Background: an optimization exercise with open tools, aiming at small area. Do not read the settings as production practice.
Power figures rest on the tool's default switching activity, not on a simulated workload.

== job 101 ==
==> flow/design.v <==
module signal_generator(input clk25,
       input rst,
       output hsyncOut,
       output vsyncOut,
       output [9:0] xposOut,
       output [9:0] yposOut);
reg [9:0] xpos;
reg [9:0] ypos;
wire endline = (xpos == 799);
always @(posedge clk25) begin
 if (rst || endline)
   xpos <= 0;
 else
   xpos <= xpos + 1;
end
always @(posedge clk25) begin
 if (rst)
  ypos <= 0;
 else if (endline) begin
  if (ypos == 520)
   ypos <= 0;
  else
   ypos <= ypos + 1;
 end
end
assign hsyncOut = ~(xpos >= 666 && xpos <= 760);
wire x0 = (xpos == 0);
assign vsyncOut = ~(x0 ? (ypos == 491 || ypos == 492) : (ypos == 490 || ypos == 491));
assign xposOut = xpos;
assign yposOut = ypos;
endmodule
module game(input clk25,
    input rst,
    input [9:0] xpos,
    input [9:0] ypos,
    input rota,
    input rotb,
    input de,
    output red,
    output green,
    output blue);
reg [17:0] tmr;
wire tmr_wrap = (tmr == 18'h0de83);
wire tmr_fb = ~(tmr[17] ^ tmr[10]);
always @(posedge clk25) begin
 if (rst || tmr_wrap)
  tmr <= 18'd0;
 else
  tmr <= {tmr[16:0], tmr_fb};
end
reg [8:0] paddlePosition;
always @(posedge clk25) begin
 if (rst)
  paddlePosition <= 160;
 else if (tmr_wrap) begin
  if (rota)
   paddlePosition <= paddlePosition + 3;
  else if (rotb)
   paddlePosition <= paddlePosition - 3;
 end
end
reg [95:0] dead;
wire wide = dead[29];    
wire fast = dead[30];    
wire endOfFrame = (xpos == 0 && ypos == 480);
wire [7:0] row;
wire [11:0] col;
genvar gi;
generate
 for (gi = 0; gi < 8; gi = gi + 1) begin : g_row
  assign row[gi] = (ypos >= 30 + 30*gi) && (ypos <= 50 + 30*gi);
 end
 for (gi = 0; gi < 12; gi = gi + 1) begin : g_col
  assign col[gi] = (xpos >= 13 + 52*gi) && (xpos <= 55 + 52*gi);
 end
endgenerate
reg [9:0] ballX;
reg [8:0] ballY;
reg ballXpos, ballYpos;
reg Xbounce, Ybounce;
reg [5:0] missTimer;
wire [10:0] dbx = {1'b0, xpos} - {1'b0, ballX};
wire [10:0] dby = {1'b0, ypos} - {2'b0, ballY};
wire ball = (dbx <= 5) && (dby <= 5);
wire [10:0] dpx = {1'b0, xpos} - {2'b0, paddlePosition};
wire paddle = (dpx >= 4) && (dpx <= (wide ? 120 : 84)) && (ypos >= 440) && (ypos <= 447);
wire area = (xpos < 640 && ypos < 480);
wire top = (area && ypos <= 10);
wire bottom = (area && ypos >= 476);
wire left = (area && xpos <= 3);
wire right = (area && xpos >= 637);
wire border = left || right || top;
wire missed = area && (missTimer != 0);
wire atOrigin = (ballX == 0 && ballY == 0);
wire [3:0] step = fast ? 4'd5 : 4'd3;
always @(posedge clk25) begin
 if (rst) begin
  ballX <= 0;
  ballY <= 0;
 end
 else if (endOfFrame) begin
  if (atOrigin) begin
   ballX <= 25;
   ballY <= 280;
  end
  else begin
   if (ballXpos ^ Xbounce)
    ballX <= ballX + step;
   else
    ballX <= ballX - step;
   if (ballYpos ^ Ybounce)
    ballY <= ballY + step;
   else
    ballY <= ballY - step;
  end
 end
end
always @(posedge clk25) begin
 if (rst) begin
  Xbounce <= 0;
  Ybounce <= 0;
  ballXpos <= 1;
  ballYpos <= 1;
  missTimer <= 0;
 end
 else if (!endOfFrame) begin
  if (ball && (left || right))
   Xbounce <= 1;
  if (ball && (top || bottom || (paddle && ballYpos)))
   Ybounce <= 1;
  if (ball && bottom)
   missTimer <= 60;
 end
 else begin
  if (atOrigin) begin
   ballXpos <= 1;
   ballYpos <= 1;
   Xbounce <= 0;
   Ybounce <= 0;
  end
  else begin
   if (Xbounce)
    ballXpos <= ~ballXpos;
   if (Ybounce)
    ballYpos <= ~ballYpos;
   Xbounce <= 0;
   Ybounce <= 0;
   if (missTimer != 0)
    missTimer <= missTimer - 1;
  end
 end
end
wire set_all = rst | (~endOfFrame & de);
wire [7:0] hitrow = row & {8{ball & ~endOfFrame & ~rst}};
wire [95:0] hit;
wire [95:0] lit;
generate
 for (gi = 0; gi < 96; gi = gi + 1) begin : g_brick
  assign hit[gi] = hitrow[gi / 12] & col[gi % 12];
  assign lit[gi] = row[gi / 12] & col[gi % 12] & ~dead[gi];
 end
endgenerate
always @(posedge clk25)
 dead <= hit | (dead & {96{~set_all}});
wire common = missed || border || paddle || ball;
wire bR = |lit[23:0] | |lit[95:72];
wire bG = |lit[28:24] | |lit[95:31];
wire bB = |lit[47:24];
assign red   = common | bR;
assign green = common | bG;
assign blue  = common | bB;
endmodule
module breakout(
    input  clk,
    input  rst,
    input  rota,
    input  rotb,
    input  de,
    output red,
    output green,
    output blue,
    output hsync,
    output vsync
    );
wire [9:0] xpos;
wire [9:0] ypos;
signal_generator signal_generator_inst(clk, rst, hsync, vsync, xpos, ypos);
game game_inst(clk, rst, xpos, ypos, ~rota, ~rotb, ~de, red, green, blue);
endmodule
==> flow/config.mk <==
export PLATFORM = sky130hd
export DESIGN_NAME = breakout
export DESIGN_NICKNAME = breakout
export VERILOG_FILES = /design/flow/design.v
export SDC_FILE = /design/flow/constraint.sdc
export NUM_CORES = 4
export LEC_CHECK = 0
export CAP_MARGIN = 20
export CORE_MARGIN = 2
export CORE_UTILIZATION = 60
export CTS_BUF_LIST = sky130_fd_sc_hd__clkbuf_4 sky130_fd_sc_hd__clkbuf_8
export SLEW_MARGIN = 20
==> flow/constraint.sdc <==
create_clock -name core_clock -period 40.0 [get_ports {clk}]
set_input_delay 8.0000 -clock core_clock [delete_from_list [all_inputs] [get_ports {clk}]]
set_output_delay 8.0000 -clock core_clock [all_outputs]
set_load 0.01 [all_outputs]
run.sh (not shown) runs the stock make flow with config.mk's settings and CLKGATE_MAP_FILE= SYNTH_SCRIPT=/design/flow/synth_recipe.tcl, a recipe that flattens the netlist after the stock synthesis.
### job 101 -> job 102
Settings: changing CTS_BUF_LIST from sky130_fd_sc_hd__clkbuf_4 sky130_fd_sc_hd__clkbuf_8 to sky130_fd_sc_hd__clkbuf_8; changing CORE_UTILIZATION from 60 to 80.
==> results.txt <==
- Looking only at die boundary width, and setting everything else aside, the lower value of job 101 and job 102 goes to job 102.
- Compared with job 101, job 102 degrades post-detailed-routing wire length.
- Re clock network fraction of design power: job 101 was higher than job 102.
- Count of state elements after synthesis came out exactly the same in job 101 and job 102.
- Max clock period minus worst slack across job 101 and job 102: job 102
For job 103, these inputs were changed with respect to job 102:
Settings: swapping 80 for 60 in CORE_UTILIZATION.
==> results.txt <==
Compared with job 102, leakage dissipation in job 103 increased slightly.
Job 102 -> job 103: non-clock inverter instance count of the final layout delta 0, exact match
Summary of job 103 over job 102: final critical-path setup slack climbed 0.033 ns; flip-flop and latch count comparable; sequential power flat.
## Diff of input files: job 104 against job 103
Settings: removing CTS_BUF_LIST (formerly sky130_fd_sc_hd__clkbuf_8); changing CORE_UTILIZATION from 60 to 40.
==> comparison <==
Job 104 vs. job 103: non-clock buffer instance count of the final layout has decreased, final worst setup slack has decreased, wire length has increased. Job 103 → job 104: final core area utilization went down; count of clock-buffer cells in the layout went up. Job 104 ran to completion and came out clean on the timing, DRC and antenna checks. Relative to job 103, the die footprint measured on job 104 has increased by more than a quarter. Delta (job 104 minus job 103): number of non-clock inverters in the layout has remained practically unchanged; final critical-path required period has increased.
Function was not checked in any run of this note: the RTL went through the layout flow alone.

separate check: timing with driven ports:
The results above use ideal ports. As a check the final layouts listed here were re-extracted and re-timed, cells and wires unchanged.
Step 1 (the two cells are an assumption about what drives the block):
set clk [get_ports {clk}]
set_driving_cell -lib_cell sky130_fd_sc_hd__clkbuf_16 $clk
set_driving_cell -lib_cell sky130_fd_sc_hd__buf_2 [delete_from_list [all_inputs] $clk]
Step 2 moves the port delays by t, midway between the first and last clock arrival at a register: inputs arrive t later, outputs are due t later. That takes back most of the time a late clock gives input paths.
Three values: ideal, step 1, step 2; two values: the first two.
| run | t (ns) | slack for setup (ns) | worst hold slack (ns) | clock arrival spread, ns |
|---|---|---|---|---|
| job 101 | 0.514 | 27.114 / 27.073 / 27.588 | 0.450 / 0.450 / 0.450 | 0.019 / 0.019 |
| job 102 | 0.514 | 27.081 / 27.043 / 27.557 | 0.462 / 0.462 / 0.462 | 0.015 / 0.015 |
| job 103 | 0.514 | 27.114 / 27.073 / 27.588 | 0.450 / 0.450 / 0.450 | 0.019 / 0.019 |
| job 104 | 0.483 | 27.025 / 26.977 / 27.460 | 0.453 / 0.453 / 0.453 | 0.018 / 0.018 |
After both steps setup and hold are still met in every run listed.
